Source: an optimization exercise on an open RTL-to-GDS flow (aim: small area). Production flows keep margins and buffers that such runs may drop.
In this exercise RTL edits were held to simulation tests only and were not proved equivalent to the original.

v33:
==> flow/design.v <==
module decryption_regfile (
    input             clk,
    input             rst_n,
    input      [7:0]  addr,
    input             read,
    input             write,
    input      [15:0] wdata,
    output reg [15:0] rdata,
    output reg        done,
    output reg        error,
    output reg [1:0]  select,
    output reg [15:0] caesar_key,
    output reg [15:0] scytale_key,
    output reg [15:0] zigzag_key
);
    wire a_sel = (addr == 8'h00);
    wire a_cae = (addr == 8'h10);
    wire a_scy = (addr == 8'h12);
    wire a_zig = (addr == 8'h14);
    wire a_ok  = a_sel | a_cae | a_scy | a_zig;
    reg acc;    
    reg err;    
    always @(posedge clk or negedge rst_n) begin
        if (!rst_n) begin
            select      <= 2'b00;
            caesar_key  <= 16'h0000;
            scytale_key <= 16'hFFFF;
            zigzag_key  <= 16'h0002;
            rdata       <= 16'h0000;
            done        <= 1'b0;
            error       <= 1'b0;
            acc         <= 1'b0;
            err         <= 1'b0;
        end else begin
            done  <= acc | err;
            if (!acc) error <= err;
            acc <= a_ok & (read | write);
            err <= ~a_ok;
            if (write) begin
                if (a_sel) select      <= wdata[1:0];
                if (a_cae) caesar_key  <= wdata;
                if (a_scy) scytale_key <= wdata;
                if (a_zig) zigzag_key  <= wdata;
            end else if (read & a_ok) begin
                rdata <= ({16{a_sel}} & {14'b0, select})
                       | ({16{a_cae}} & caesar_key)
                       | ({16{a_scy}} & scytale_key)
                       | ({16{a_zig}} & zigzag_key);
            end
        end
    end
endmodule
module decryption_top #(
    parameter addr_witdth = 8,
    parameter reg_width   = 16,
    parameter MST_DWIDTH  = 32,
    parameter SYS_DWIDTH  = 8
)(
    input                       clk_sys,
    input                       rst_n,
    input  [MST_DWIDTH-1:0]     data_i,
    input                       valid_i,
    output reg                  busy,
    output reg [SYS_DWIDTH-1:0] data_o,
    output                      valid_o,
    input  [addr_witdth-1:0]    addr,
    input                       read,
    input                       write,
    input  [reg_width-1:0]      wdata,
    output [reg_width-1:0]      rdata,
    output                      done,
    output                      error
);
    wire [1:0]  select;
    wire [15:0] caesar_key, scytale_key, zigzag_key;
    decryption_regfile r (
        .clk(clk_sys), .rst_n(rst_n), .addr(addr), .read(read), .write(write),
        .wdata(wdata), .rdata(rdata), .done(done), .error(error), .select(select),
        .caesar_key(caesar_key), .scytale_key(scytale_key), .zigzag_key(zigzag_key));
    assign valid_o = |data_o;
    wire sel_c = (select == 2'd0);
    wire sel_s = (select == 2'd1);
    wire sel_z = (select == 2'd2);
    reg [7:0]  st [0:48];
    reg        act;         
    reg        rx;          
    reg [5:0]  n;           
    reg [5:0]  k;           
    reg [5:0]  ra;          
    reg [5:0]  z;           
    wire       k_neg = k[5] & k[4] & k[3] & k[2];
    wire       n_ge5 = ~((n[5:3] == 3'b000) & (n[2:0] != 3'd0) & (n[2:0] <= 3'd4));
    wire [5:0] t     = k;
    wire       wr   = valid_i & (~act | (n[1:0] == 2'b00));
    wire       wr_l = wr & (~act | ~(n[5] & n[4]) | sel_c);
    integer s;
    always @(posedge clk_sys) begin
        for (s = 4; s < 49; s = s + 1) st[s] <= st[s-1];
        st[3] <= wr   ? data_i[31:24] : st[2];
        st[2] <= wr_l ? data_i[23:16] : st[1];
        st[1] <= wr_l ? data_i[15:8]  : st[0];
        st[0] <= wr_l ? data_i[7:0]   : st[48];
    end
    wire       z3   = zigzag_key[0];
    wire [5:0] L1   = n - 6'd1;                       
    wire [5:0] h2   = {1'b0, n[5:1]};                 
    wire [5:0] a3   = {2'b00, n[5:2]} + {5'b0, n[1]};  
    wire [5:0] ab3  = L1 - {2'b00, n[5:2]};           
    wire [5:0] zoff = (t[0] | ~z3) ? {1'b0, t[5:1]} : {2'b00, t[5:2]};
    wire [5:0] zbas = t[0] ? (z3 ? a3 : h2) : ((z3 & t[1]) ? ab3 : 6'd0);
    wire [5:0] zidx = zbas + zoff;
    wire [5:0] N    = scytale_key[13:8];
    wire [6:0] s1   = {1'b0, ra} + {1'b0, N};
    wire [6:0] s2   = s1 + 7'd2 - {1'b0, n};          
    wire       wrap = ~s2[6] & (s2 != 7'd0);
    wire [5:0] ridx = sel_s ? ra : zidx;
    wire [6:0] sd   = {1'b0, z} - {1'b0, ridx};
    wire [5:0] sdm  = sd[6] ? sd[5:0] + 6'd49 : sd[5:0];
    wire [7:0] rbyte = st[sdm];
    wire [7:0] cbyte = st[7] - caesar_key[7:0];
    always @(posedge clk_sys or negedge rst_n) begin
        if (!rst_n) begin
            act    <= 1'b0;
            rx     <= 1'b0;
            busy   <= 1'b0;
            data_o <= 8'h00;
        end else if (!act) begin
            if (valid_i) begin
                act <= 1'b1;
                rx  <= 1'b1;
            end
        end else begin
            if (rx & ~valid_i) rx <= 1'b0;
            if (sel_c) begin
                if (~rx & ~k_neg) begin
                    data_o <= 8'h00;
                    act    <= 1'b0;
                end else if (rx ? n_ge5 : 1'b1) begin
                    data_o <= cbyte;
                end
            end else if (!rx) begin
                if (k == 6'd62) busy <= 1'b1;
                if (!k_neg) begin
                    if (busy) begin
                        data_o <= rbyte;
                        if (t == n - 6'd2) busy <= 1'b0;
                    end else begin
                        data_o <= 8'h00;
                        act    <= 1'b0;
                    end
                end
            end
        end
    end
    always @(posedge clk_sys) begin
        if (!act) begin
            n <= 6'd1;
            k <= 6'd60;
            z <= 6'd3;
        end else begin
            if (valid_i) n <= n + 6'd1;
            if (rx) k <= 6'd60;
            else k <= k + 6'd1;
            z <= (z == 6'd48) ? 6'd0 : z + 6'd1;
        end
        if (k_neg) ra <= 6'd0;
        else if (busy) ra <= wrap ? s2[5:0] : s1[5:0];
    end
endmodule
Settings: LEC_CHECK=0, CAP_MARGIN=20, CORE_MARGIN=2, CORE_UTILIZATION=50, SLEW_MARGIN=20; clock period 10.0 ns.
standard.sh (not shown) runs the stock make flow with config.mk's settings and CLKGATE_MAP_FILE= SYNTH_SCRIPT=/design/flow/synth_recipe.tcl, a recipe that flattens the netlist after the stock synthesis.
==> flow/flow/run.sh <==
#!/bin/bash
# Layout flow: the standard ORFS flow, with two changes.
#  - Synthesis is the standard synthesis (same script, same registers), but the
#    combinational logic is mapped by ABC with an area-oriented script
#    (flow/area.abc) instead of ORFS's speed script.
#  - Port buffers use buf_1 and CTS uses small clock buffers without dummy loads.
# Each tool's output goes to the ORFS logs under orfs/logs; make's own output
# goes to flow_make.log here.
set -euo pipefail
W=$(pwd)

# synthesis core: ORFS synth.tcl with the ABC script swapped
sed -e "s#^\(\s*\)log_cmd abc {\*}\$abc_args#\1set abc_args [lreplace \$abc_args 1 1 $W/flow/area.abc]\n\1log_cmd abc {*}\$abc_args#" \
    "$FLOW_HOME/scripts/synth.tcl" > "$W/flow_synth_core.tcl"
grep -q "flow/area.abc" "$W/flow_synth_core.tcl"
sed -e "s#^source \$::env(SCRIPTS_DIR)/synth.tcl#source $W/flow_synth_core.tcl#" \
    "$W/synth_recipe.tcl" > "$W/flow_synth.tcl"
grep -q "flow_synth_core.tcl" "$W/flow_synth.tcl"

# standard.sh with the synthesis script replaced
sed -e "s#SYNTH_SCRIPT=[^ ]*#SYNTH_SCRIPT=$W/flow_synth.tcl#" "$W/standard.sh" > "$W/flow_standard.sh"
grep -q "flow_synth.tcl" "$W/flow_standard.sh"

export BUFFER_PORTS_ARGS="-buffer_cell sky130_fd_sc_hd__buf_1"
export SYNTH_OPERATIONS_ARGS="-nofsm"
export ADDER_MAP_FILE=""
export CTS_ARGS="-sink_clustering_enable -repair_clock_nets -dont_use_dummy_load -buf_list {sky130_fd_sc_hd__clkbuf_4} -sink_clustering_size 10 -sink_clustering_max_diameter 40"

bash "$W/flow_standard.sh" "${@:-finish}" > "$W/flow_make.log" 2>&1
==> flow/flow/area.abc <==
strash
&get -n
&st
&dch -f
&nf -R 1000
&put
diff inputs: v33 => v11
==> flow/flow/area.abc <==
strash
ifraig
scorr
dc2
strash
&get -n
&st
&dch -f
&nf -R 1000
&put
- v11: flow completed, timing, DRC and antenna clean
- Sort v11 and v33 by met1 usage in global routing, ascending, and v33 comes first.
- v11 vs v33, share of the synthesized area in compound gates (AO/OA/AOI/OAI) went up by 1.6 points.
- Compared with v33, v11 shows count of buffers not belonging to the clock network in the layout that has gone up by more than a quarter.
- For v11, the cell at the slowest stage of the critical path was sky130_fd_sc_hd__nor3_2, unlike v33, where it was sky130_fd_sc_hd__nor3_1.
- Cmp v11 and v33 / final core area utilization / higher: v11
- Changes observed in v11 relative to v33: final standard cell count with taps included and fillers excluded held steady, global-route wire length before repair grew by 14%, layout overhead on the synthesized area grew by 1.5 points.


umber:
decryption_top, a different RTL version from the one above (not shown whole).
Size in the first run: ~1300 cells after synthesis, roughly 490 flip-flops, ~89 I/O pins, ~16000 um^2 of cells after synthesis.
clock: 10.0 ns
lec_check: 0
cap_margin: 20
core_margin: 2
core_utilization: 70
gpl_timing_driven: 0
slew_margin: 20
==> flow/flow/run.sh <==
#!/bin/bash
# Layout flow: the standard ORFS flow, with two changes.
#  - Synthesis is the standard synthesis (same script, same registers), but the
#    combinational logic is mapped by ABC with an area-oriented script
#    (flow/area.abc) instead of ORFS's speed script.
#  - Port buffers use buf_1 and CTS uses small clock buffers without dummy loads.
# Each tool's output goes to the ORFS logs under orfs/logs; make's own output
# goes to flow_make.log here.
set -euo pipefail
W=$(pwd)

# synthesis core: ORFS synth.tcl with the ABC script swapped
sed -e "s#^\(\s*\)log_cmd abc {\*}\$abc_args#\1set abc_args [lreplace \$abc_args 1 1 $W/flow/area.abc]\n\1log_cmd abc {*}\$abc_args#" \
    "$FLOW_HOME/scripts/synth.tcl" > "$W/flow_synth_core.tcl"
grep -q "flow/area.abc" "$W/flow_synth_core.tcl"
sed -e "s#^source \$::env(SCRIPTS_DIR)/synth.tcl#source $W/flow_synth_core.tcl#" \
    "$W/synth_recipe.tcl" > "$W/flow_synth.tcl"
grep -q "flow_synth_core.tcl" "$W/flow_synth.tcl"

# standard.sh with the synthesis script replaced
sed -e "s#SYNTH_SCRIPT=[^ ]*#SYNTH_SCRIPT=$W/flow_synth.tcl#" "$W/standard.sh" > "$W/flow_standard.sh"
grep -q "flow_synth.tcl" "$W/flow_standard.sh"

export BUFFER_PORTS_ARGS="-buffer_cell sky130_fd_sc_hd__buf_1"
export SYNTH_OPERATIONS_ARGS="-nofsm"
export ADDER_MAP_FILE=""
export CTS_ARGS="-sink_clustering_enable -repair_clock_nets -dont_use_dummy_load -buf_list {sky130_fd_sc_hd__clkbuf_4} -sink_clustering_size 8 -sink_clustering_max_diameter 40"

bash "$W/flow_standard.sh" "${@:-finish}" > "$W/flow_make.log" 2>&1
==> flow/flow/area.abc <==
strash
ifraig
scorr
dc2
strash
&get -n
&st
&dch -f
&nf -R 1000
&put
Changes in amber relative to umber:
- a change of CAP_MARGIN from 20 to 5
- a change of CORE_UTILIZATION from 70 to 50
- a change of SLEW_MARGIN from 20 to 5
--- a/flow/flow/area.abc
+++ b/flow/flow/area.abc
@@ -3,0 +4,2 @@
+dc2
+strash
Findings:
- In amber the implementation completed, yet the final layout does not meet the checks, the culprit being capacitance limit, slew limit.
- Count of clock-buffer cells in the layout, umber and amber: lower on umber
- Route | amber vs umber | wire longer in amber
- Of the two values seen for slowest stage cell on the critical path, nor2_1 was produced by amber and or2_0 by umber.
- Comparing umber and amber, the lower simple-gate area share of the yosys netlist is on amber.
- Looking at final worst-path cycle share, amber sits 5.6 points higher than umber does.
Input changes introduced in tundra (baseline for comparison: amber):
- changing SLEW_MARGIN from 5 to 20
- changing CAP_MARGIN from 5 to 20
## What came out
tundra closes out successfully: all stages finished, all timing, DRC and antenna checks passed. Delta (tundra minus amber): number of buffer and inverter stages on the critical path roughly the same, shortest clock period the worst path allows after layout lower. tundra vs amber: detailed-routed wire length on met3 up by a few percent. Against amber, tundra comes in 23 points higher on tightest slew margin relative to the limit. First-pass GRT wire length on tundra is behind amber. tundra vs amber, portion of the clock cycle consumed by the worst path in the final layout went down by 6.8 points. As far as hold buffer count at cts is concerned, tundra and amber perform about the same.
Modified inputs, juniper compared to tundra
- CORE_UTILIZATION now 60, was 50
--- a/flow/flow/area.abc
+++ b/flow/flow/area.abc
@@ -4,2 +3,0 @@
-dc2
-strash
==> results.txt <==
- | core utilization | higher: juniper |
- Count of TritonRoute iterations in the first routing pass is lower on juniper
- juniper drops fewer vias than tundra.
- For the number of instances in the synthesized netlist, juniper came in about 1.3% higher than tundra did.
- When the final numbers for tundra and juniper were put side by side, the final period demand of the worst path turned out to be greater in tundra.
- Diff tundra -> juniper | number of design-rule violations left by the first detailed-router iteration | down by a little under 10%
- Diff tundra -> juniper: final cell count fell by 2.7%, number of max-slew violations in the final report about even.
> inputs changed (juniper -> zinc)
- CORE_UTILIZATION now 50, was 60
[summary]
Diff juniper -> zinc | total number of vias | down slightly. The insertion delay to the later sink of the worst-skew pair of zinc falls short of that of juniper by 40 ps. Starting utilization of the core area down 10 points in zinc wrt juniper. | post-synthesis register bit count | zinc vs juniper | ≈ equal |. Reported for juniper and zinc, count of unresolved DRC violations after routing turned out identical to the last digit. Number of clock buffers in the layout, juniper and zinc: larger value in zinc. Changes observed in zinc relative to juniper: non-clock buffer count lost 2.0%.

==> static timing again, ports no longer ideal <==
The results above use ideal ports. As a check the final layouts listed here were re-extracted and re-timed, cells and wires unchanged. Step 1 sets driving cells, clkbuf_16 on the clock port and buf_2 on the other inputs (assumed; they add their load-dependent delay and slew). Step 2 moves the port delays by t, midway between the first and last clock arrival at a register: inputs arrive t later, outputs are due t later. That takes back most of the time a late clock gives input paths. a / b / c = no drivers / after step 1 / after step 2; a / b = the first two.
run	t, ns	setup WS [ns]	worst setup path after step 2	latest minus earliest clock arrival (ns)	cell pins on the clock port's net
v33	0.755	2.599 / 2.599 / 2.599	register to register	0.096 / 0.096	1
v11	0.768	2.194 / 2.194 / 2.194	register to register	0.095 / 0.094	1
umber	0.730	1.975 / 1.975 / 1.975	register to register	0.089 / 0.090	1
amber	0.743	1.414 / 1.414 / 1.414	register to register	0.114 / 0.115	1
tundra	0.756	2.096 / 2.096 / 2.096	register to register	0.130 / 0.130	1
juniper	0.729	2.300 / 2.300 / 2.300	register to register	0.143 / 0.142	1
zinc	0.725	2.151 / 2.151 / 2.151	register to register	0.118 / 0.117	1
